What follows belongs to an exercise in optimizing a design on an open flow for small area, a short achievable clock period and few clock cycles per item; a production flow would make more cautious choices. Only simulation tests tie the RTL to the original design; equivalence was not proved. No activity file was given, so power comes from the tool's default toggle rates.

### design/flow/config.mk
export PLATFORM = sky130hd
export DESIGN_NAME = qr_decomp
export DESIGN_NICKNAME = qr_decomp
export VERILOG_FILES = /design/flow/design.v
export SDC_FILE = /design/flow/constraint.sdc
export NUM_CORES = 4
export LEC_CHECK = 0
export CAP_MARGIN = 20
export CORE_MARGIN = 2
export CORE_UTILIZATION = 40
export SLEW_MARGIN = 20
### design/flow/constraint.sdc
create_clock -name core_clock -period 13.0 [get_ports {clk}]
set_input_delay 2.6000 -clock core_clock [delete_from_list [all_inputs] [get_ports {clk}]]
set_output_delay 2.6000 -clock core_clock [all_outputs]
set_load 0.01 [all_outputs]
### design/flow/design.v
module fifo #(parameter DATA_WIDTH=32, ADDR_WIDTH=2, VECTOR_LEN=1)
            (clk, reset, rd, wr, empty, full, w_data, r_data);
	input  logic clk, reset, rd, wr;
	output logic empty, full;
	input  logic [DATA_WIDTH-1:0] w_data;
	output logic [DATA_WIDTH-1:0] r_data;
	logic [ADDR_WIDTH-1:0] w_addr, r_addr;
	logic w_en;
	assign w_en = wr & (~full | rd);
	fifo_ctrl #(ADDR_WIDTH, VECTOR_LEN) c_unit (.*);
	reg_file #(DATA_WIDTH, ADDR_WIDTH) r_unit (.*);
endmodule   
module fifo_ctrl #(parameter ADDR_WIDTH=4, VECTOR_LEN=1)
                 (clk, reset, rd, wr, empty, full, w_addr, r_addr);
	input  logic clk, reset, rd, wr;
	output logic empty, full;
	output logic [ADDR_WIDTH-1:0] w_addr, r_addr;
	logic [ADDR_WIDTH-1:0] rd_ptr, rd_ptr_next;
	logic [ADDR_WIDTH-1:0] wr_ptr, wr_ptr_next;
	logic empty_next, full_next;
	assign w_addr = wr_ptr;
	assign r_addr = rd_ptr;
	always_ff @(posedge clk) begin
		if (reset)
			begin
				wr_ptr <= 0;
				rd_ptr <= 0;
				full   <= 0;
				empty  <= 1;
			end
		else
			begin
				wr_ptr <= wr_ptr_next;
				rd_ptr <= rd_ptr_next;
				full   <= full_next;
				empty  <= empty_next;
			end
	end   
	always_comb begin
		rd_ptr_next = rd_ptr;
		wr_ptr_next = wr_ptr;
		empty_next = empty;
		full_next = full;
		case ({rd, wr})
			2'b11:   
				begin
					rd_ptr_next = rd_ptr + 1'b1;
					wr_ptr_next = wr_ptr + 1'b1;
				end
			2'b10:   
				if (~empty)
					begin
						rd_ptr_next = rd_ptr + 1'b1;
						if (rd_ptr_next == wr_ptr)
							empty_next = 1;
						full_next = 0;
					end
			2'b01:   
				if (~full)
					begin
						wr_ptr_next = wr_ptr + 1'b1;
						empty_next = 0;
						if (wr_ptr_next == rd_ptr)
							full_next = 1;
					end
			2'b00: ;  
		endcase
	end   
endmodule   
module reg_file #(parameter DATA_WIDTH=8, ADDR_WIDTH=2)
                (clk, w_data, w_en, w_addr, r_addr, r_data);
	input  logic clk, w_en;
	input  logic [ADDR_WIDTH-1:0] w_addr, r_addr;
	input  logic [DATA_WIDTH-1:0] w_data;
	output logic [DATA_WIDTH-1:0] r_data;
	logic [DATA_WIDTH-1:0] array_reg [0:2**ADDR_WIDTH-1];
	always_ff @(posedge clk)
	   if (w_en)
		   array_reg[w_addr] <= w_data;
	assign r_data = array_reg[r_addr];
endmodule   
module counter(input clk, reset,enable ,output[3:0] counter
    );
reg [3:0] counter_up;
always_ff @(posedge clk)
begin
if(reset)
 counter_up <= 4'd0;
else
 if(enable)
 counter_up <= counter_up + 4'd1;
 else
 counter_up <= 0;
end 
assign counter = counter_up;
endmodule
module oc_ic_counter(input clk, reset,enable ,output[3:0] counter
    );
logic [3:0] counter_up;
always_ff @(posedge clk)
begin
 if(reset)
 begin
   counter_up <= 0;
 end
 else
   begin
   if(enable)
   counter_up <= counter_up + 4'd1;
   else
   counter_up <= counter_up;
   end
end
assign counter = counter_up;
endmodule
module SqrtCORDIC(input         Start,
                  input         clk,
                  input         rst,
                  input  [31:0] InpNum,
                  output [15:0] Result,
                  output reg    Stop);
wire        init;
wire        gatedClk;
wire        le;
wire [15:0] added;
wire [15:0] addOrNot;
wire [47:0] squared;
wire [31:0] squaredRestr;
reg [15:0] OneShReg;
reg [15:0] Sqrt;
reg [31:0] InputReg;
reg [4:0] ctr;
assign added        = OneShReg + Sqrt;
assign squared      = added * added;
assign squaredRestr = squared >> 8;
assign le           = (squaredRestr <= InputReg) ? 1'b1  : 1'b0;
assign addOrNot     = (le == 1)                  ? added : Sqrt;
assign Result       = Sqrt>>4;
always @(posedge clk) begin
    if (rst) begin
   OneShReg <=16'b0;
Sqrt <=16'b0;
InputReg<=32'b0;
end else if (Start) begin
OneShReg<=16'b1<<15;
Sqrt<=16'b0;
InputReg<=InpNum;
end else if (~Stop) begin
OneShReg<=OneShReg>>1;
Sqrt<=addOrNot;
end
end
assign init = Start;
always@(posedge clk) begin
if (rst) begin
   ctr<= 5'b0;
 Stop<=1'b0;
end
else if (Start == 1'b1)
   begin
   ctr  <= 5'b0;
   Stop <= 1'b0;
   end
else
   if (ctr > 5'd15)
   begin
   ctr  <= ctr;
   Stop <= 1'b1;
   end
   else
   begin
   ctr  <= ctr + 5'b1;
   Stop <= 1'b0;
   end
end
endmodule 
module qdiv #(
    parameter Q = 8,
    parameter N = 16
)
(
    input [N-1:0] i_dividend,
    input [N-1:0] i_divisor,
    input i_start,
    input i_clk,
    input i_reset,  
    output [N-1:0] o_quotient_out,
    output o_complete,
    output o_overflow
);
reg [2*N+Q-3:0] reg_working_quotient;
reg [N-1:0] reg_quotient;
reg [N-2+Q:0] reg_working_dividend;
reg [2*N+Q-3:0] reg_working_divisor;
reg [N-1:0] reg_count;
reg reg_done;
reg reg_start;
reg reg_sign;
reg reg_overflow;
assign o_quotient_out[N-2:0] = reg_quotient[N-2:0];
assign o_quotient_out[N-1] = reg_sign;
assign o_complete = reg_done;
assign o_overflow = reg_overflow;
always @(posedge i_clk) begin
    if (i_reset) begin
        reg_done <= 1'b0;
        reg_start <= 1'b1;
        reg_overflow <= 1'b0;
        reg_sign <= 1'b0;
        reg_working_quotient <= 0;
        reg_quotient <= 0;
        reg_working_dividend <= 0;
        reg_working_divisor <= 0;
        reg_count <= 0;
    end else begin
        if (i_start && reg_start) begin
	    reg_start <= 1'b0;
            reg_count <= N+Q-1;
            reg_working_quotient <= 0;
            reg_working_dividend <= 0;  
            reg_working_divisor <= 0;    
            reg_overflow<=1'b0;										
			  reg_working_dividend[N+Q-2:Q] <=  i_dividend[N-2:0];				
			  reg_working_divisor[2*N+Q-3:N+Q-1] <= i_divisor[N-2:0];	
            reg_sign <= i_dividend[N-1] ^ i_divisor[N-1];
        end 
        else if (~reg_start) begin
            reg_working_divisor <= reg_working_divisor >> 1;
            reg_count <= reg_count - 1;
            if (reg_working_dividend >= reg_working_divisor) begin
                reg_working_quotient[reg_count] <= 1'b1;
                reg_working_dividend <= reg_working_dividend - reg_working_divisor;
            end
            if (reg_count == 0) begin
                reg_done <= 1'b1;
                reg_quotient <= reg_working_quotient;
                if (reg_working_quotient[2*N+Q-3:N] != 0)
                    reg_overflow <= 1'b1;
            end else begin
		  reg_count <= reg_count - 1;	
     end
     end
    end
end
endmodule
module norm
  ( input               clk_i
  , input               reset_i
  , input               done_acc
  , input        [15:0] A
  , input               v_i
  , output              ready_o
  , output logic [15:0] data_o
  , output        v_o
  , input               yumi_i
  );
  typedef enum logic [1:0] {eWAIT, eBUSY, eDONE} state_e;
  state_e  state_n, state_r;
  logic        v_o_norm;
  logic [15:0] A_n, A_r;
  logic [31:0] accum;
  assign ready_o = state_r == eWAIT;
  assign     v_o_norm = state_r == eDONE;
  assign accum = A_r;
  always_comb
    begin
      state_n = state_r;
      if (ready_o & v_i) begin
        state_n = eBUSY;
      end else if ((state_r == eBUSY & done_acc == 1'b1)) begin
        state_n = eDONE;
      end else if (v_o_norm & yumi_i) begin
        state_n = eWAIT;
      end
    end
  always_ff @(posedge clk_i)
    begin
      if (reset_i)
          state_r <= eWAIT;
      else
          state_r <= state_n;
    end
    assign A_n = ((state_r == eBUSY))? A_r+ A*A: A_r;
   always_ff@(posedge clk_i)
     begin
       if (reset_i)
           A_r<=0;
       else
           A_r <= A_n;
end
logic [31:0]in;
assign in= accum << 16;
SqrtCORDIC s1 (.Start(v_o_norm), .clk(clk_i), .InpNum(in), .rst(reset_i), .Result(data_o), .Stop(v_o));
endmodule
module normalization
  ( input               clk_i
  , input               reset_i
  , input        [15:0] A
  , input               v_i
  , output              ready_norm
  , output logic [15:0] data_out, data_norm
  , output logic        v_o, v_o_norm
  , input               yumi_i_norm
 , input               done_acc,
   output	o_overflow
  );
  logic [7:0] int_bits, fract_bits;
  logic [15:0] data_in_div;
  norm n1 (.clk_i( clk_i), .reset_i(reset_i), .done_acc(done_acc), .A(A), .v_i(v_i), 
             .ready_o(ready_norm), .data_o(data_norm), .v_o(v_o_norm), .yumi_i(1'b1));
				 assign int_bits=data_norm[15:8];
				 assign fract_bits= data_norm[7:0];
				 always @* begin
				 if (fract_bits >= 8'b10000000)  
            data_in_div = int_bits + 1;  
        else
            data_in_div = int_bits;  
    end
  qdiv #(.Q(8), .N(16)) d1 (.i_dividend(16'b0000000000000001), .i_divisor(data_in_div), .i_start(v_o_norm), .i_clk(clk_i),
 .i_reset(reset_i),
         .o_quotient_out(data_out), .o_complete(v_o), .o_overflow(o_overflow));
endmodule
module buffer_3 #(parameter DATA_WIDTH=16, ADDR_WIDTH=2)(
input [DATA_WIDTH-1:0] A_i,
input clk,reset,
input start_write,
input start_read,
output done_load,
output done_read_vector,
output [DATA_WIDTH-1:0] A_o
    );
 logic rd,wr; 
 logic [0:1] count_read;
 logic [0:1] count_write;
 logic [DATA_WIDTH-1:0] r_data, w_data;
 logic full, empty, done_temp_read, done_temp_write;  
assign w_data = A_i;
assign A_o = r_data;
assign done_read_vector = done_temp_read;
assign done_load = done_temp_write;
always_ff @(posedge clk)
begin
if(reset)
  begin
  done_temp_read <=0;
  done_temp_write <=0;
  count_read <=0;
  count_write <= 0;
 wr<=0;
  rd<=0;
  end
else
 begin
if (~start_write)
begin
count_write<= 0;
wr<=0;
done_temp_write <=0;
end
else if (count_write == 2'b11) 
  begin
  done_temp_write <= 1'b1;   
  wr<=1'b0;
  end
else if (start_write)  
 begin                  
 count_write <= count_write+ 1'b1;
 wr<=1'b1;
 end
else      
 begin
 count_write<= 0;
 wr<=0;
 end
if (~start_read)
 begin
 count_read<= 0;
 rd<=0;
 done_temp_read <=0;
 end
else if (count_read == 2'b10)
  begin
  done_temp_read <= 1'b1;
  count_read <= count_read+ 1'b1;
  rd <= 1'b1;
  end
else if (count_read ==3)  
  begin                   
   done_temp_read <= 1'b1;
   rd <= 0;
   end
else if (start_read && count_read !=2'b11)   
  begin                 
 count_read <= count_read+ 1'b1;
  rd <= 1'b1;
 end
else  
 begin
 count_read <= 0;
 rd <= 0;
 done_temp_read <=0;
 end
end
end
fifo   #(DATA_WIDTH,ADDR_WIDTH) in_buffer (.*);
endmodule
module input_buffer #(parameter DATA_WIDTH=16, ADDR_WIDTH=4)(
input [DATA_WIDTH-1:0] A_i,
input clk,reset,
input start_write,
input start_read,
output done_load,
output done_read_vector,
output [DATA_WIDTH-1:0] A_o,
output wr_o
    );
 logic rd,wr; 
 logic [0:1] count_read;
 logic [0:3] count_write;
 logic [DATA_WIDTH-1:0] r_data, w_data;
 logic full, empty, done_temp_read, done_temp_write;  
assign w_data = A_i;
assign A_o = r_data;
assign done_read_vector = done_temp_read;
assign done_load = done_temp_write;
assign wr_o = wr;
always_ff @(posedge clk)
begin
if(reset)
  begin
  done_temp_read <=0;
  done_temp_write <=0;
  count_read <=0;
  count_write <= 0;
   wr<=0;
  rd<=0;
  end
else
 begin
if (~start_write)
 begin
 count_write<= 0;
 wr<=0;
 done_temp_write <=0;
 end
else if (count_write == 4'b1001) 
  begin
  done_temp_write <= 1'b1;   
  wr<=1'b0;
  end
else if (start_write)  
 begin                  
 count_write <= count_write+ 1'b1;
 wr<=1'b1;
 done_temp_write <=0;
 end
else      
 begin
 count_write<= 0;
 wr<=0;
 done_temp_write <=0;
 end
if (~start_read)
 begin
 count_read<= 0;
 rd<=0;
 done_temp_read <=0;
 end
else if (count_read == 2'b10)
  begin
  done_temp_read <= 1'b1;
  count_read <= count_read+ 1'b1;
  rd <= 1'b1;
  end
else if (count_read ==3)  
  begin                   
   done_temp_read <= 1'b1;
   rd <= 0;
   count_read <=count_read;
   end
else if (start_read && count_read !=2'b11)   
  begin                 
 count_read <= count_read+ 1'b1;
  rd <= 1'b1;
  done_temp_read <=0;
 end
else  
 begin
 count_read <= 0;
 rd <= 0;
 done_temp_read <=0;
 end
end
end
fifo  #(DATA_WIDTH,ADDR_WIDTH) in_buffer (.*);
endmodule
module modified_buffer #(parameter DATA_WIDTH=16, ADDR_WIDTH=4)(
input [DATA_WIDTH-1:0] A_i,
input clk,reset,
input start_write,
input start_read,
output done_load,
output done_read_vector,
output [DATA_WIDTH-1:0] A_o
    );
 logic rd,wr; 
 logic [0:1] count_read;
 logic [0:1] count_write;
 logic [DATA_WIDTH-1:0] r_data, w_data;
 logic full, empty, done_temp_read, done_temp_write;  
assign w_data = A_i;
assign A_o = r_data;
assign done_read_vector = done_temp_read;
assign done_load = done_temp_write;
always_ff @(posedge clk)
begin
if(reset)
  begin
  done_temp_read <=0;
  done_temp_write <=0;
  count_read <=0;
  count_write <= 0;
  wr<=0;
  rd<=0;
  end
else
 begin
if (~start_write)
begin
count_write<= 0;
wr<=0;
done_temp_write <=0;
end
else if (count_write == 2'b11) 
  begin
  done_temp_write <= 1'b1;   
  wr<=1'b0;
  end
else if (start_write)  
 begin                  
 count_write <= count_write+ 1'b1;
 wr<=1'b1;
 done_temp_write <= 0;
 end
else      
 begin
 count_write<= 0;
 wr<=0;
 done_temp_write<=0;
 end
if (~start_read)
 begin
 count_read<= 0;
 rd<=0;
 done_temp_read <=0;
 end
else if (count_read == 2'b10)
  begin
  done_temp_read <= 1'b1;
  count_read <= count_read+ 1'b1;
  rd <= 1'b1;
  end
else if (count_read ==3)  
  begin                   
   done_temp_read <= 1'b1;
   rd <= 0;
   end
else if (start_read && count_read !=2'b11)   
  begin                 
 count_read <= count_read+ 1'b1;
  rd <= 1'b1;
  done_temp_read <=0;
 end
else  
 begin
 count_read <= 0;
 rd <= 0;
 done_temp_read <=0;
 end
end
end
fifo  #(DATA_WIDTH,ADDR_WIDTH) mod_buf (.*);
endmodule
module multiplier_b(
input [15:0] i_multiplier,
input [15:0] i_multiplicand,
input i_start,
input i_clk,
input i_reset,
output o_stop,
output [15:0] q1out,
output [15:0] q2out,
output [15:0] q3out
    );
logic stop_temp;   
logic [3:0] count_m;
counter cm(.clk(i_clk),
             .reset(i_reset),
             .enable(i_start & (~stop_temp)),
             .counter(count_m));
logic [15:0] q1out_temp, q2out_temp, q3out_temp;
assign q1out = q1out_temp;
assign q2out = q2out_temp;
assign q3out = q3out_temp;
assign o_stop =stop_temp;
always_ff @(posedge i_clk)
begin
  if(i_reset)
  begin
  q1out_temp <= 0;
  q2out_temp <= 0;
  q3out_temp <= 0;
  stop_temp<=0;
  end
  else
  begin
  case(count_m)
      4'b0001: q1out_temp <= i_multiplier * i_multiplicand;
      4'b0010: q2out_temp <= i_multiplier * i_multiplicand;
      4'b0011: begin
              q3out_temp <= i_multiplier * i_multiplicand;
              stop_temp <= 1'b1;
              end
	    4'b0000: stop_temp <= 0;
	   default: begin
		        q1out_temp <= q1out_temp;
               q2out_temp <= q2out_temp;
               q3out_temp <= q3out_temp;
               stop_temp <= stop_temp;
              end
   endcase
  end
end
endmodule
module load_q(
input [15:0] q1,
input [15:0] q2,
input [15:0] q3,
output [15:0] q1_l,
output [15:0] q2_l,
output [15:0] q3_l,
input clk,
input start,
input reset,
output stop
    );
logic stop_r, stop_n;
logic [15:0] q1_l_r, q2_l_r, q3_l_r;
logic [15:0] q1_l_n, q2_l_n, q3_l_n;
assign q1_l = q1_l_r;
assign q2_l = q2_l_r;
assign q3_l = q3_l_r;
assign stop = stop_r;
always_ff @(posedge clk)
begin
if(reset)
   begin
   q1_l_r <= 0;
   q2_l_r <= 0;
   q3_l_r <= 0;
   stop_r <= 0;
   end
else
   begin
    q1_l_r <= q1_l_n;
    q2_l_r <= q2_l_n;
    q3_l_r <= q3_l_n;
    stop_r <= stop_n;
    end
end
always_comb
   begin
     if (start)
     begin
     q1_l_n = q1;
     q2_l_n = q2;
     q3_l_n = q3;
     stop_n = 1;
     end
     else
     begin
     q1_l_n = q1_l_r;
     q2_l_n = q2_l_r;
     q3_l_n = q3_l_r;
     stop_n = 0;
     end
   end
endmodule
module o_q_i_dot(
input start,
input reset,
input clk,
input [15:0] q1_l, q2_l, q3_l,
output [15:0] q_i_dot,
output stop
    );
logic stop_temp;  
logic [15:0] q_i_dot_temp; 
assign stop = stop_temp;
assign q_i_dot = q_i_dot_temp;
logic [3:0] count;
counter cd(.clk(clk),
             .reset(reset),
             .enable(start & (~stop_temp)),
             .counter(count));
always_ff @(posedge clk)
begin
if (reset)
  begin
  stop_temp <= 0;
  q_i_dot_temp <= 0;
  end 
else
  begin
  case(count)
      4'b0000: q_i_dot_temp <= q1_l;
      4'b0001: q_i_dot_temp <= q2_l;
      4'b0010: begin
              q_i_dot_temp <= q3_l;
              stop_temp <= 1'b1;
              end
      default: stop_temp<=0;
   endcase
  end
end       
endmodule
module dot_product
  ( input               clk_i
  , input               reset_i
  , input               done_acc
  , input        [15:0] A
  , input        [15:0] B
  , input               A_v_i
  , input               B_v_i
  , output              ready_o
  , output logic [15:0] accum
  , output logic        v_o
  , input               yumi_i
  );
  typedef enum logic [1:0] {eWAIT, eBUSY, eDONE} state_e;
  state_e  state_n, state_r;
  logic [15:0] As;
  logic [31:0] A_n, A_r;
  assign ready_o = state_r == eWAIT;
  assign     v_o = state_r == eDONE;
  assign accum = A_r[23:8];
  always_comb
    begin
      state_n = state_r;
      if (ready_o & A_v_i & B_v_i) begin
        state_n = eBUSY;
      end else if ((state_r == eBUSY & done_acc==1'b1)) begin
        state_n = eDONE;
      end else if (v_o & yumi_i) begin
        state_n = eWAIT;
      end
    end
  always_ff @(posedge clk_i)
    begin
      if (reset_i)
       state_r <= eWAIT;
     else
        state_r <= state_n;
   end
    assign A_n = (state_r == eBUSY)? A_r+ A*B: A_r;
   always_ff@(posedge clk_i)
     begin
      if (reset_i)
           A_r<=0;
      else
           A_r <= A_n;
end
endmodule
module mul_dot(
input start,
input clk,
input reset,
input [15:0] q1_l, q2_l, q3_l,
input [15:0] dot_val,
output [31:0] d1_mul, d2_mul, d3_mul,
output stop  );
logic [31:0] d1_mul_temp, d2_mul_temp, d3_mul_temp;
logic stop_temp;
assign stop = stop_temp;
assign d1_mul = d1_mul_temp;
assign d2_mul = d2_mul_temp;
assign d3_mul = d3_mul_temp;
always_ff @(posedge clk)
begin
  if(reset)
    begin
    stop_temp <= 0;
    d1_mul_temp <=0;
    d2_mul_temp <=0;
    d3_mul_temp <=0;   
    end
  else if (start)
    begin 
    d1_mul_temp <= dot_val * q1_l;
    d2_mul_temp <= dot_val * q2_l;
    d3_mul_temp <= dot_val * q3_l;
    stop_temp <= 1'b1;
    end
  else
   begin
    stop_temp <= 0;
   end
end
endmodule
module sub(
   input start,
   output stop,
   input reset,
   input clk,
   input [15:0] sub1,
   input [15:0] d1_mul, d2_mul, d3_mul,
   output [15:0] sub_o,
   output start_w
    );
logic stop_temp; 
logic start_w_temp; 
logic [15:0] sub_o_temp; 
assign stop = stop_temp;
assign sub_o = sub_o_temp;
assign start_w = start_w_temp;
logic [3:0] count;
counter cd(.clk(clk),
             .reset(reset),
             .enable(start & (~stop_temp)),
             .counter(count));
always_ff @(posedge clk)
begin
if (reset)
  begin
  stop_temp <=  0;
  sub_o_temp <= 0;
  start_w_temp <= 0;
  end 
else
  begin
  case(count)
      4'b0000: begin
               start_w_temp <= start;
               end
      4'b0001: begin
               sub_o_temp <= sub1 - d1_mul;
               start_w_temp <= 1'b1;
               end
      4'b0010: begin
              sub_o_temp <= sub1 - d2_mul;
              start_w_temp <= 1'b1;
              end
      4'b0011: begin
              sub_o_temp <= sub1 - d3_mul;
              stop_temp <= 1'b1;
              start_w_temp<=1;
              end
      default: begin
              sub_o_temp <=0;
              stop_temp <=0;
              start_w_temp <=0;
             end
   endcase
  end
end       
endmodule
module controller(
    input start,
    input clk,
    input reset,
    output load_input,
    input done_load,
    input done_norm_state,
    input oc_eq_zero,
    output incr_oc,
    input oc_lt_n,
    input ic_eq_zero,
    output load_q,
    input oc_eq_one,
    input done_dot,
    input done_dot_mul ,
    input done_sub,
    output dot,
    output dot_mul,
    output sub,
    output incr_ic,
    input ic_eq_one,
    input ic_lt_n_minus_oc,
    input done_load_buff_sub_dot,
    output norm,
    output ic_eq_0,
    output read_input,  
    output read_modified ,   
    output read_modified_ds,
    output read_input_ds,
    output s_norm,
    output s_dot,
    output s_sub,
    output s_done
    );
    enum logic [3:0] {S_idle,S_load_reg,S_norm, S_wait_1 ,S_incr_oc,S_wait_2, S_dot, S_dot_mul, S_incr_ic,S_load_buff_sub_dot,S_wait_3, S_done, S_eq_0, S_sub} ps,ns;
    always_ff @(posedge clk)
    if (reset)
       ps <= S_idle;
    else
       ps <= ns;
    always_comb
       case(ps)
           S_idle: ns = start ? S_load_reg:S_idle;
           S_load_reg: ns = done_load ? S_norm:S_load_reg;
           S_norm: ns = done_norm_state? S_wait_1:S_norm;
           S_wait_1: ns = (ic_eq_one & ic_lt_n_minus_oc)? S_load_buff_sub_dot:S_incr_oc;
           S_incr_oc: ns = oc_lt_n ? S_wait_2:S_done;
           S_wait_2: ns = S_load_buff_sub_dot;
           S_load_buff_sub_dot: ns = done_load_buff_sub_dot ? S_incr_ic:S_load_buff_sub_dot;
           S_incr_ic: ns = S_dot;
           S_dot: ns = done_dot ? S_dot_mul : S_dot;
           S_dot_mul: ns = done_dot_mul ? S_sub : S_dot_mul;
           S_sub : ns = done_sub ? (ic_eq_one?S_norm:S_wait_3) : S_sub;
           S_wait_3:ns = ic_lt_n_minus_oc ? S_load_buff_sub_dot: S_incr_oc;
           S_done: ns = reset ? S_idle:S_done;
           default: ns=S_idle;
        endcase 
    assign load_input = (ps==S_load_reg);
    assign read_input= ((ps==S_norm) & oc_eq_zero);
    assign read_modified = ((ps==S_norm) & ~oc_eq_zero);
    assign incr_oc = (ps==S_incr_oc);
    assign load_q = (ps==S_wait_2) & ic_eq_zero;
    assign incr_ic = (ps==S_incr_ic);
    assign ic_eq_0 = (ps==S_wait_3) & ~ic_lt_n_minus_oc;
    assign dot_mul = (ps==S_dot_mul);
    assign dot = (ps==S_dot);
    assign sub = (ps==S_sub);
    assign norm = (ps==S_norm);
    assign read_input_ds =((ps==S_load_buff_sub_dot) & oc_eq_one);
    assign read_modified_ds = ((ps==S_load_buff_sub_dot) & ~oc_eq_one);
    assign s_norm = (ps==S_norm);
    assign s_dot = (ps==S_dot);
    assign s_sub = (ps==S_sub);
    assign s_done = (ps==S_done);
endmodule
module datapath #(parameter DATA_WIDTH=16, ADDR_WIDTH=4)(
input clk,
input reset,
input [DATA_WIDTH-1:0] A,  
input load_input,  
input load_q,  
input incr_oc,  
input incr_ic,  
output done_norm_state,  
output done_load,  
input read_input,  
input read_modified, 
input dot, 
output done_dot, 
input  dot_mul, 
output done_dot_mul, 
input sub,  
output done_sub, 
output oc_eq_zero,  
output oc_eq_one, 
output oc_lt_n,  
input ic_eq_0,  
output ic_eq_one, 
output ic_eq_zero, 
output ic_lt_n_minus_oc,  
output done_load_buff_sub_dot,
input read_input_ds,
input read_modified_ds,
input norm,
output [15:0]q1out,  
output [15:0]q2out,
output [15:0]q3out,
input s_norm,
input s_dot,
input s_sub,
output a_ready  
    );
 logic done_read_ib;  
 logic [DATA_WIDTH-1:0] ib_data_o;  
 logic [DATA_WIDTH-1:0] sub_data_o, mul_data_i, dot_data_i, dot_data_q, norm_data_i;
 logic [DATA_WIDTH-1:0] q1out_temp, q2out_temp, q3out_temp;  
 logic [DATA_WIDTH-1:0] q1_l, q2_l, q3_l;  
 assign q1out= q1out_temp;
 assign q2out= q2out_temp;
 assign q3out= q3out_temp;
 logic start_read_ib;
 logic [15:0] sub_data_i;
 assign start_read_ib = (read_input | read_input_ds);  
 logic done_modified_write, done_modified_read, start_modified_write;
  parameter n = 3;
 input_buffer #(DATA_WIDTH, ADDR_WIDTH) ib(.A_i(A),
                                           .clk(clk),
                                           .reset(reset),
                                           .start_write(load_input),
                                           .start_read(start_read_ib),
                                           .done_load(done_load),
                                           .done_read_vector(done_read_ib),
                                           .A_o(ib_data_o),
                                           .wr_o(a_ready));
 logic [15:0] modified_data_o, buffer_dot_data_i;
 always_comb
 begin
   if (read_input)
      begin
      norm_data_i = ib_data_o;
      end
   else if (read_modified)
      norm_data_i = modified_data_o >>8;
   else
     norm_data_i = 0;
 end                                          
 logic done_acc_norm; 
 assign done_acc_norm = (done_read_ib & norm) | (done_modified_read & norm);  
 logic [DATA_WIDTH-1:0] norm_data_div_o;  
logic o_overflow, yumi_i_norm, v_o_norm;
 logic [15:0] data_norm;
 logic start_norm;  
 assign start_norm= norm & ~(done_acc_norm);  
 normalization nm(.clk_i(clk),
                   .reset_i(reset || ~s_norm),  
                   .v_i(start_norm), 
                   .done_acc(done_acc_norm), 
                   .A(norm_data_i), 
                   .data_out(norm_data_div_o), 
                   .ready_norm(ready_norm),
                   .v_o(done_normalization), .o_overflow(o_overflow), .yumi_i_norm(yumi_i_norm), .v_o_norm(v_o_norm)
						 , .data_norm(data_norm));
 logic done_norm_state_temp;                
 assign done_norm_state= done_norm_state_temp;
  logic done_load_buffer_norm;
 buffer_3 #(DATA_WIDTH, ADDR_WIDTH) buffer_norm(.A_i(norm_data_i),
                                           .clk(clk),
                                           .reset(reset),
                                           .start_write(norm),
                                           .start_read(done_normalization),
                                           .done_load(done_load_buffer_norm),
                                           .done_read_vector(done_read_buffer_norm),
                                           .A_o(mul_data_i));   
 logic start_mul_norm;
 multiplier_b mulb ( .i_multiplicand(norm_data_div_o),
                  .i_multiplier(mul_data_i),
                  .i_start(start_mul_norm),
                  .o_stop(done_multiply),
                  .i_clk(clk),
	              .i_reset(reset),
                  .q1out(q1out_temp),
                  .q2out(q2out_temp),
                  .q3out(q3out_temp));
 assign reset_norm = reset | done_norm_state_temp;
 logic done_load_buffer_dot, done_read_buffer_dot, done_dot_temp;
  always_comb
 begin
   if (read_input_ds)
      buffer_dot_data_i = ib_data_o<<8;
   else if (read_modified_ds)
      buffer_dot_data_i = modified_data_o;
   else
     buffer_dot_data_i = 0;
 end 
 logic start_buff_dot_sub;
 assign start_buff_dot_sub = (read_input_ds | read_modified_ds) ; 
 buffer_3 #(DATA_WIDTH, ADDR_WIDTH) buffer_dot(.A_i(buffer_dot_data_i),
                                           .clk(clk),
                                           .reset(reset),
                                           .start_write(start_buff_dot_sub),
                                           .start_read(dot),
                                           .done_load(done_load_buffer_dot),
                                           .done_read_vector(done_read_buffer_dot),
                                           .A_o(dot_data_i));  
 buffer_3 #(DATA_WIDTH, ADDR_WIDTH) buffer_sub(.A_i(buffer_dot_data_i),
                                           .clk(clk),
                                           .reset(reset),
                                           .start_write(start_buff_dot_sub),
                                           .start_read(sub),
                                           .done_load(done_load_buffer_sub),
                                           .done_read_vector(done_read_buffer_sub),
                                           .A_o(sub_data_i)); 
 assign done_load_buff_sub_dot = done_load_buffer_dot |  done_load_buffer_sub;                                      
 logic done_load_q, done_o_q_i_dot; 
 load_q lq(.start(load_q),
           .q1(q1out_temp),
           .q2(q2out_temp),
           .q3(q3out_temp),
           .q1_l(q1_l),
           .q2_l(q2_l),
           .q3_l(q3_l),
           .clk(clk),
           .reset(reset),
           .stop(done_load_q)
           );
 o_q_i_dot oqi( .start(dot),       
                .stop(done_o_q_i_dot), 
                .reset(reset),
                .clk(clk),
                .q1_l(q1_l),
                .q2_l(q2_l),
                .q3_l(q3_l),
                .q_i_dot(dot_data_q)
               );
  logic [15:0] dot_product_o;
 logic done_acc_dot, start_dot;
 assign done_acc_dot = done_read_buffer_dot;
 assign start_dot = dot & ~(done_acc_dot);
 dot_product dot_p( .clk_i(clk),
                  .reset_i(reset | s_sub),  
                  .done_acc(done_acc_dot),
                  .A(dot_data_i),
                  .B(dot_data_q),
                  .A_v_i(start_dot),
                  .B_v_i(start_dot),
                  .ready_o(ready_o_dot),
                  .accum(dot_product_o), 
                  .v_o(done_dot),
                  .yumi_i(1'b1));
  logic [15:0] shift_mul_data_i;
 logic [31:0] d1_mul_temp, d2_mul_temp, d3_mul_temp;
 logic [15:0] d1_mul, d2_mul, d3_mul;
 assign d1_mul = d1_mul_temp[23:8];
 assign d2_mul = d2_mul_temp[23:8];
 assign d3_mul = d3_mul_temp[23:8]; 
  mul_dot   muld ( .start(dot_mul),
                   .clk(clk),
                   .reset(reset),
                   .q1_l(q1_l),
                   .q2_l(q2_l),
                   .q3_l(q3_l),
                   .dot_val(dot_product_o),
                   .stop(done_dot_mul),
                   .d1_mul(d1_mul_temp),
                   .d2_mul(d2_mul_temp),
                   .d3_mul(d3_mul_temp)
                 );  
 assign done_norm_state_temp = done_multiply & done_read_buffer_norm;  
 assign start_mul_norm = done_normalization & s_norm;  
  logic [3:0] count_oc, count_ic;      
  assign oc_eq_zero = (count_oc==0)?1:0;
  assign oc_eq_one = (count_oc==1)?1:0;
  assign oc_lt_n = (count_oc<n)?1:0;
  assign ic_eq_zero = (count_ic==0)?1:0;
  assign ic_eq_one = (count_ic==1)?1:0;
  assign ic_lt_n_minus_oc = (count_ic<(n-count_oc))?1:0;
  oc_ic_counter oc(.clk(clk),
             .reset(reset),
             .enable(incr_oc),
             .counter(count_oc));  
  oc_ic_counter ic(.clk(clk),
             .reset(reset | ic_eq_0),  
             .enable(incr_ic),
             .counter(count_ic)); 
  sub sub_mod( .start(sub),
           .stop(done_sub),
           .reset(reset),
           .clk(clk),
           .sub1(sub_data_i),
           .d1_mul(d1_mul), 
           .d2_mul(d2_mul),
           .d3_mul(d3_mul),
           .sub_o(sub_data_o),
           .start_w(start_modified_write));
 modified_buffer mod_buf( .A_i(sub_data_o),
                          .clk(clk),
                          .reset(reset),
                          .start_write(start_modified_write),
                          .start_read(read_modified | read_modified_ds),
                          .done_load(done_modified_write),
                          .done_read_vector(done_modified_read),
                          .A_o(modified_data_o));
endmodule
module qr_decomp #(parameter DATA_WIDTH=16, ADDR_WIDTH=4)(
input [DATA_WIDTH-1:0] A,
input clk,reset, start,
output a_ready,    
output q_valid,    
output done,       
output [DATA_WIDTH-1:0] q1out,
output [DATA_WIDTH-1:0] q2out,
output  [DATA_WIDTH-1:0] q3out
    );
    logic load_input;
    logic done_load;
    logic oc_eq_zero;
    logic done_norm_state;
    logic done_dot;
    logic done_sub;
    logic done_dot_mul;
    logic dot_mul;
    logic sub;
    logic incr_oc;
    logic oc_lt_n;
    logic ic_eq_0;
    logic load_q;
    logic oc_eq_one;
    logic dot;
    logic incr_ic;
    logic ic_eq_one;
    logic store_modified;
    logic ic_lt_n_minus_oc;
    logic ic_eq_zero;
    logic read_input;  
    logic read_modified ;
    logic read_input_ds;  
    logic read_modified_ds ;
    logic done_load_buff_sub_dot;
    logic norm;
    logic s_norm;
    logic s_dot;
    logic s_sub;
    logic s_done;
    controller c1(.*);
    datapath #(DATA_WIDTH, ADDR_WIDTH) d1(.*);
    assign done=s_done;
    assign q_valid = norm & done_norm_state;
endmodule
### design/flow/run.sh
#!/bin/bash
# synth_recipe.tcl (not shown) runs the flow's synth.tcl, then flattens the netlist and writes it again
# the make line also repeats each setting of config.mk as NAME=value (left out here)
make -C /OpenROAD-flow-scripts/flow DESIGN_CONFIG=/design/flow/config.mk WORK_HOME=/design/flow/orfs CLKGATE_MAP_FILE= SYNTH_SCRIPT=/design/flow/synth_recipe.tcl finish
==> results.txt <==
area by class of cell:
class	count	area (µm²)	area share, %
clock inverters	100	966	0.769
multi-input cells	6017	58500	46.6
inverters	1448	5440	4.33
diodes	3	7.51	0.00597
flip-flops and latches	1791	48700	38.8
clock buffers	242	5120	4.08
repair buffers	271	2210	1.76
well taps	3762	4710	3.75
through the flow:
stage / std cells / hold WS, ns
after CTS: 13631 / 0.453
after global placement: 13289 / 0.437
after detailed placement: 13289 / 0.440
after global routing: 13634 / 0.470
final: 13634 / 0.447
after floorplan: 9724 / 0.425
cell families (layout without fill, tap and decap cells):
family	count (synthesis)	in the layout
simple gates	2669	2669
buf+inv	1916	2061
flops	1791	1791
fa+ha+maj	1634	1634
compound gates	854	854
mux	505	505
xor+xnor	355	355
other cells	0	3
power by group through the flow:
stage	sequential, µW	clock (µW)	combinational, µW
CTS	6060	5490	87.4
global route	6060	5700	93.3
floorplan	6180	0	58.5
finish	6060	5360	85.8
detailed placement	6190	0	87.1
global placement	6190	0	85.3
layout by cell type (no fill, tap or decap), drive strengths merged, types with 41 or more instances in the layout:
master	instances
clkbuf	242
nand3	55
mux4	367
nand2	1316
a21oi	373
xor2	119
dfxtp	511
mux2i	125
buf	203
ha	611
nand2b	63
nor2b	55
inv	1458
clkdlybuf4s50	68
a211oi	67
xnor2	232
and2	407
nor3	106
edfxtp	1280
clkinv	67
fa	1023
a21o	41
nor2	524
o21ai	115
worst max-delay path by stage:
stage / depth (start not counted) / slack (ns) / end
global placement: 42 / 1.25 / d1.nm.n1.s1.Sqrt[0]
global route: 41 / 0.66 / d1.nm.n1.s1.Sqrt[6]
detailed placement: 41 / 1.45 / d1.nm.n1.s1.Sqrt[15]
finish: 41 / 1.50 / d1.nm.n1.s1.Sqrt[14]
CTS: 41 / 1.40 / d1.nm.n1.s1.Sqrt[15]
floorplan: 43 / 2.65 / d1.nm.n1.s1.Sqrt[10]
critical path, delay by kind of cell, from the launching register on:
family,cells,cell delay (ns)
xor gates and xnor gates,2,0.97
DFF,1,0.31
adders and majority gates,10,4.00
AOI/OAI and AO/OA,16,4.01
and+or+nand+nor,6,0.80
muxes,1,0.19
buffers and inverters,6,1.10
layer usage:
layer / share of wire, % / routed length, µm / GRT usage [%]
met1: 44 / 124000 / 26.9
met2: 48 / 136000 / 32.7
met3: 5.5 / 15600 / 2.63
met4: 2.2 / 6110 / 4.60
met5: 0.016 / 46 / 0
==> results.txt <==
- Hold violation count in the final report: 0
- Worst path arrival time: 12.17 ns
- CTS tree: done
- Pwr Total: 11500 µW
- Commonest cells post-synth: 1445 x inv_1, 1316 x nand2_1, 1280 x edfxtp_1
- # IOs: 70
- Mux contribution to synthesized area: 8.46%
- Post-synth EDFFs: 1280
- Worst slew pin tran: 1.11 ns
- Hold Crit Endpoint: d1.muld.d3_mul_temp[10]
- HPWL Detailed: 193000 µm
- Initial antenna violation count: 7
- Fraction of layout instances using a drive strength above 1: 9.99%
- Yosys top cell area share: 33.7%
- Hold Path Stages: 2
- Core Rows: 196
- Clk slew on worst S/H paths: 0.06 ns
- Setup-failing EPs final: 0
- Post-Synth Adder-Cell Area: 24.6%
- Simple-gate share of the synthesized area: 10.5%
- Post-CTS Setup Bufs: 0
- DRT antenna net count: 0
- Die width: 538 µm
- Fin util: 44.2%
- Top-count cell post-synth: inv_1
- Die height: 538 µm
- Syn_area_per_cell: 11.7 µm²
- Min-delay src: d1.muld.d3_mul_temp[10]
- Slowest cell on the critical path: xnor2_1
- Cell Area, Synth: 114000 µm²
- Max Fclk: 87.0 MHz
- GP Congestion: 0.856
- I/O Buffers: 69
- Worst EP required: 13.67 ns
- R2r startpoint: d1.nm.n1.s1.OneShReg[0]
- CP max FO: 17
- CP Capture Type: flop
- Max incr delay on CP: 0.80 ns
- Post-CTS Hold Buffers: 0
- TritonCTS buffer count: 190
- Post-Synthesis Net Count: 11377
- Startpoint Class: flop
- Sw Share: 20.2%
- DR WL/cell: 20.7 µm
- Top cell type by total area after synthesis: edfxtp_1
- Synth Flop Type: edfxtp_1
- Hold crit path type: flop to flop
- Clk root buf: clkbuf_16
- Gate power share: 0.7%
- Async SR Flop Fraction: 0%
- Gr usage total: 19.5%
- Vias in the first global route: 75424
- Worst setup margin: 1.50 ns
- Iteration-0 DRC Markers: 5056
- Max-cap violations: 0
- Crit path launch: d1.nm.n1.s1.OneShReg[0]
- RSZ-0062 raised after global routing: no
- CP Class: flop to flop
- # resized after CTS: 0
- CTS H-tree depth: 4
- Reg2reg end: d1.nm.n1.s1.Sqrt[14]
- Worst-case clock buffer depth: 4
- Final TNS setup: 0 ns
- Clk Latency, worst-skew pair: 0.89 ns
- Area delta synth->final: 10.1%
- R2R setup slack: 1.50 ns
- Synth Area in Compound Gates: 4.66%
- Clk sinks: 1791
- Place WS: 1.45 ns
- Filler cell count: 25940
- DRT Wirelength: 282000 µm
- Via count: 71641
- Status: complete, no violations
- Main combinational cell family by area after synthesis: adder cells
- Cell variety after synth: 80
- Minimum clock period: 11.50 ns
- Initial Utilization: 40.1%
- Reg power frac: 52.7%
- YS warnings: 27
- Gate Count Post-Synth: 9724
- Period utilization: 88.4%
- Number of synthesized register bits: 1791
- Pin count of the biggest net entering global routing: 102
- Placed instance area: 120000 µm²
- VDD IR max: 114 µV
- Area contributors post-synth: edfxtp_1 34%, fa_1 18%, dfxtp_1 9.0%, mux4_2 7.2%, ha_1 6.7%
- Xor and xnor area share after synthesis: 2.77%
- Sequential share of the synthesized area: 42.6%
- Vias per cell: 5.25
- Most frequent CP cell: fa_1
- Pleak: 0.0470 µW
- Drt drc: 0
- Clk pwr share: 46.6%
- Power Dens Cells: 91.6 nW/µm²
- Worst reg-to-reg path cell count: 41
- Rel. slew slack: 26.2%
- First-pass GRT wire length: 443000 µm
- Pins over their slew limit: 0
- Post-route design area: 126000 µm²
- Final #Nets: 11372
- Die Area: 290000 µm²
- Post-Route Skew: 0.100 ns
- Core Footprint: 284000 µm²
- Congestion Overflow GR: 0
- Drt pass-1 iters: 6
- Power Internal: 9180 µW
- Sw power: 2330 µW
Testbench counts, summed over its fixed seeds: cycles 20,320, matrices 80.

==> separate check: timing with driven ports <==
No port has a modelled driver above. Below, the same layout with a new extraction and two added sets of constraints. Step 1, drivers: a clkbuf_16 drives clk and a buf_2 each remaining input, both assumed. Step 2 times the ports against the registers' clock, not the clock port: input delays grow and output delays shrink by t, the midpoint of the rising clock arrivals with the driver on. Three values: ideal, step 1, step 2; two values: the first two.
shift t [ns]: 0.937
setup WS [ns]: 1.503 / 1.503 / 1.503
worst setup path at the end: register to register
clock arrival spread, ns: 0.106 / 0.106
After both steps setup and hold are still met in this run. The setup slack of this run moves by 0.000 ns with the drivers and by 0.000 ns with both steps.
